Background: an optimization exercise with open tools, aiming at small area. Do not read the settings as production practice. Only simulation tests tie the RTL to the original design; equivalence was not proved. Power and IR drop assume default switching activity.

==> module mult_mem_top, before the edit <==
module mult_mem_top (
    input  logic        clk,
    input  logic        rst,
    input  logic        EN_mult,
    input  logic        EN_blockRead,
    input  logic [15:0] mult_input0,
    input  logic [15:0] mult_input1,
    output logic        RDY_mult,
    output logic        VALID_memVal,
    output logic [31:0] memVal_data
);
    localparam logic [1:0] S_IDLE = 2'd0, S_CAP = 2'd1, S_FULL = 2'd2, S_READ = 2'd3;
    logic [1:0]  st;
    logic [6:0]  cnt;      
    logic [2:0]  rot;      
    logic [7:0]  tsel;     
    logic [63:0][31:0] m;  
    logic [21:0] l0;
    logic [26:0] l1;
    logic [31:0] prod;
    logic [15:0] a0, a1;
    logic        conv1, conv2;
    mul_s0 u_s0 (.a(mult_input0), .b(mult_input1[5:0]), .p(l0));
    mul_s1 u_s1 (.a(a0), .b(m[0][26:22]), .l(m[0][21:0]), .p(l1));
    mul_s2 u_s2 (.a(a1), .b(m[1][31:27]), .l(m[1][26:0]), .p(prod));
    logic idle, start, push, chain;
    assign idle  = rst || (st == S_IDLE);
    assign start = idle && EN_mult;
    assign push  = !idle && (st == S_CAP) && !cnt[6];
    assign chain = push || ((st == S_READ) && (cnt != 7'd0) && (rot == 3'd0));
    always_ff @(posedge clk) begin
        if (idle) begin
            RDY_mult     <= 1'b1;
            VALID_memVal <= 1'b0;
            cnt          <= 7'd0;
            st           <= EN_mult ? S_CAP : S_IDLE;
        end else begin
            case (st)
                S_CAP: begin
                    cnt <= cnt + 7'd1;
                    if (cnt == 7'd71) RDY_mult <= 1'b0;
                    if (cnt == 7'd73) st <= S_FULL;
                end
                S_FULL: begin
                    cnt <= 7'd0;
                    if (EN_blockRead) begin
                        st   <= S_READ;
                        tsel <= 8'd1 << (rot + 3'd1);
                    end
                end
                default: begin  
                    VALID_memVal <= 1'b1;
                    cnt <= cnt + 7'd1;
                    if (cnt == 7'd63) begin
                        RDY_mult <= 1'b1;
                        st       <= S_IDLE;
                    end
                end
            endcase
        end
    end
    always_ff @(posedge clk) begin
        if (start)      rot <= 3'd0;
        else if (!chain) rot <= rot + 3'd1;
    end
    always_ff @(posedge clk) begin
        a0    <= mult_input0;
        a1    <= a0;
        conv1 <= push;
        conv2 <= conv1;
        for (int g = 0; g < 8; g++) begin
            for (int j = (g == 0) ? 3 : 1; j < 8; j++)
                m[8*g+j] <= m[8*g+j-1];
        end
        m[0] <= push ? {mult_input1[15:6], l0} : m[7];
        m[1] <= conv1 ? {m[0][31:27], l1} : m[0];
        m[2] <= conv2 ? prod : m[1];
        for (int g = 1; g < 8; g++)
            m[8*g] <= chain ? m[8*g-1] : m[8*g+7];
    end
    always_comb begin
        memVal_data = '0;
        for (int i = 0; i < 8; i++)
            memVal_data = memVal_data | (m[56+i] & {32{tsel[i]}});
    end
endmodule
==> flow/config.mk <==
export PLATFORM = sky130hd
export DESIGN_NAME = mult_mem_top
export DESIGN_NICKNAME = mult_mem_top
export VERILOG_FILES = /design/flow/design.v
export SDC_FILE = /design/flow/constraint.sdc
export NUM_CORES = 4
export LEC_CHECK = 0
export CAP_MARGIN = 0
export CORE_MARGIN = 2
export CORE_UTILIZATION = 65
export CTS_CLUSTER_DIAMETER = 100
export CTS_CLUSTER_SIZE = 30
export SLEW_MARGIN = 0
export SYNTH_HIERARCHICAL = 1
export SYNTH_MINIMUM_KEEP_SIZE = 0
==> flow/constraint.sdc <==
create_clock -name core_clock -period 4.5 [get_ports {clk}]
set_input_delay 0.9000 -clock core_clock [delete_from_list [all_inputs] [get_ports {clk}]]
set_output_delay 0.9000 -clock core_clock [all_outputs]
set_load 0.01 [all_outputs]
run.sh (not shown) runs the stock make flow with config.mk's settings and CLKGATE_MAP_FILE= SYNTH_SCRIPT=/design/flow/synth_recipe.tcl, a recipe that flattens the netlist after the stock synthesis.
Then changed:
--- a/flow/design.v
+++ b/flow/design.v
@@ -1841,4 +1841,40 @@
         else if (!chain) rot <= rot + 3'd1;
     end
+    logic [63:0][31:0] d;   
+    logic [7:0][31:0]  dj;    
+    logic [7:0]        sj;    
+    logic [7:0][31:0]  aj;    
+    logic [7:0][31:0]  bj;
+    logic [31:0] d1, d2;
+    assign sj[0] = push;
+    assign aj[0] = {mult_input1[15:6], l0};
+    assign bj[0] = m[7];
+    for (genvar g = 1; g < 8; g++) begin : grp
+        assign sj[g] = chain;
+        assign aj[g] = m[8*g-1];
+        assign bj[g] = m[8*g+7];
+    end
+    for (genvar g = 0; g < 8; g++) begin : gw
+        for (genvar k = 0; k < 32; k++) begin : gb
+            mux2 u_j (.s(sj[g]), .sn(!sj[g]), .a(aj[g][k]), .b(bj[g][k]), .y(dj[g][k]));
+        end
+    end
+    for (genvar k = 0; k < 32; k++) begin : cb
+        if (k < 27)
+            mux2 u_c1 (.s(conv1), .sn(!conv1), .a(l1[k]), .b(m[0][k]), .y(d1[k]));
+        else
+            assign d1[k] = m[0][k];
+        mux2 u_c2 (.s(conv2), .sn(!conv2), .a(prod[k]), .b(m[1][k]), .y(d2[k]));
+    end
+    for (genvar w = 0; w < 64; w++) begin : wd
+        if (w == 1)
+            assign d[w] = d1;
+        else if (w == 2)
+            assign d[w] = d2;
+        else if (w % 8 == 0)
+            assign d[w] = dj[w/8];
+        else
+            assign d[w] = m[w-1];
+    end
     always_ff @(posedge clk) begin
         a0    <= mult_input0;
@@ -1846,13 +1882,5 @@
         conv1 <= push;
         conv2 <= conv1;
-        for (int g = 0; g < 8; g++) begin
-            for (int j = (g == 0) ? 3 : 1; j < 8; j++)
-                m[8*g+j] <= m[8*g+j-1];
-        end
-        m[0] <= push ? {mult_input1[15:6], l0} : m[7];
-        m[1] <= conv1 ? {m[0][31:27], l1} : m[0];
-        m[2] <= conv2 ? prod : m[1];
-        for (int g = 1; g < 8; g++)
-            m[8*g] <= chain ? m[8*g-1] : m[8*g+7];
+        m     <= d;
     end
     always_comb begin
@@ -1862,2 +1890,11 @@
     end
 endmodule
+module mux2 (
+    input  logic s,
+    input  logic sn,
+    input  logic a,
+    input  logic b,
+    output logic y
+);
+    assign y = (s & a) | (sn & b);
+endmodule
After rerunning: Sequential share of layout area is higher by 1.6 points; count of clock-buffer cells in the layout shrinks by 3; combinational power drops by 9.8%; die area is lower by 2.8%; via count went up by 3.6%; final cell count decreases by 1.8%; worst setup slack got worse by 0.015 ns; sequential cell count stays the same; register-to-register slack gains 0.07 ns; fmax is lower by 0.34%.

re-timing with driven ports:
The flow's constraints put no driver on any port. The routed layouts listed below were extracted and timed again, unchanged, in two steps.
Step 1: set_driving_cell puts a clkbuf_16 on clk and a buf_2 on each other input, an assumption about the parent block.
Step 2 adds t to the input delays and takes it off the output delays; t is the mean of the earliest and latest rising clock arrival at the registers after step 1. Input paths then give back, and output paths get back, about the clock's delay inside the block.
Three values: ideal ports, drivers, drivers and shift; two values: the first two.
| run | t, ns | setup slack, ns | latest minus earliest clock arrival (ns) |
|---|---|---|---|
| the first run | 0.710 | 0.168 / 0.168 / -0.433 | 0.048 / 0.048 |
| the second run | 0.720 | 0.154 / 0.191 / -0.530 | 0.028 / 0.027 |
Met with ideal ports but missed after step 2: setup timing in the first run and the second run. For the second run, which loses most, drivers alone change the setup slack by +0.037 ns; drivers and shift together by -0.684 ns.
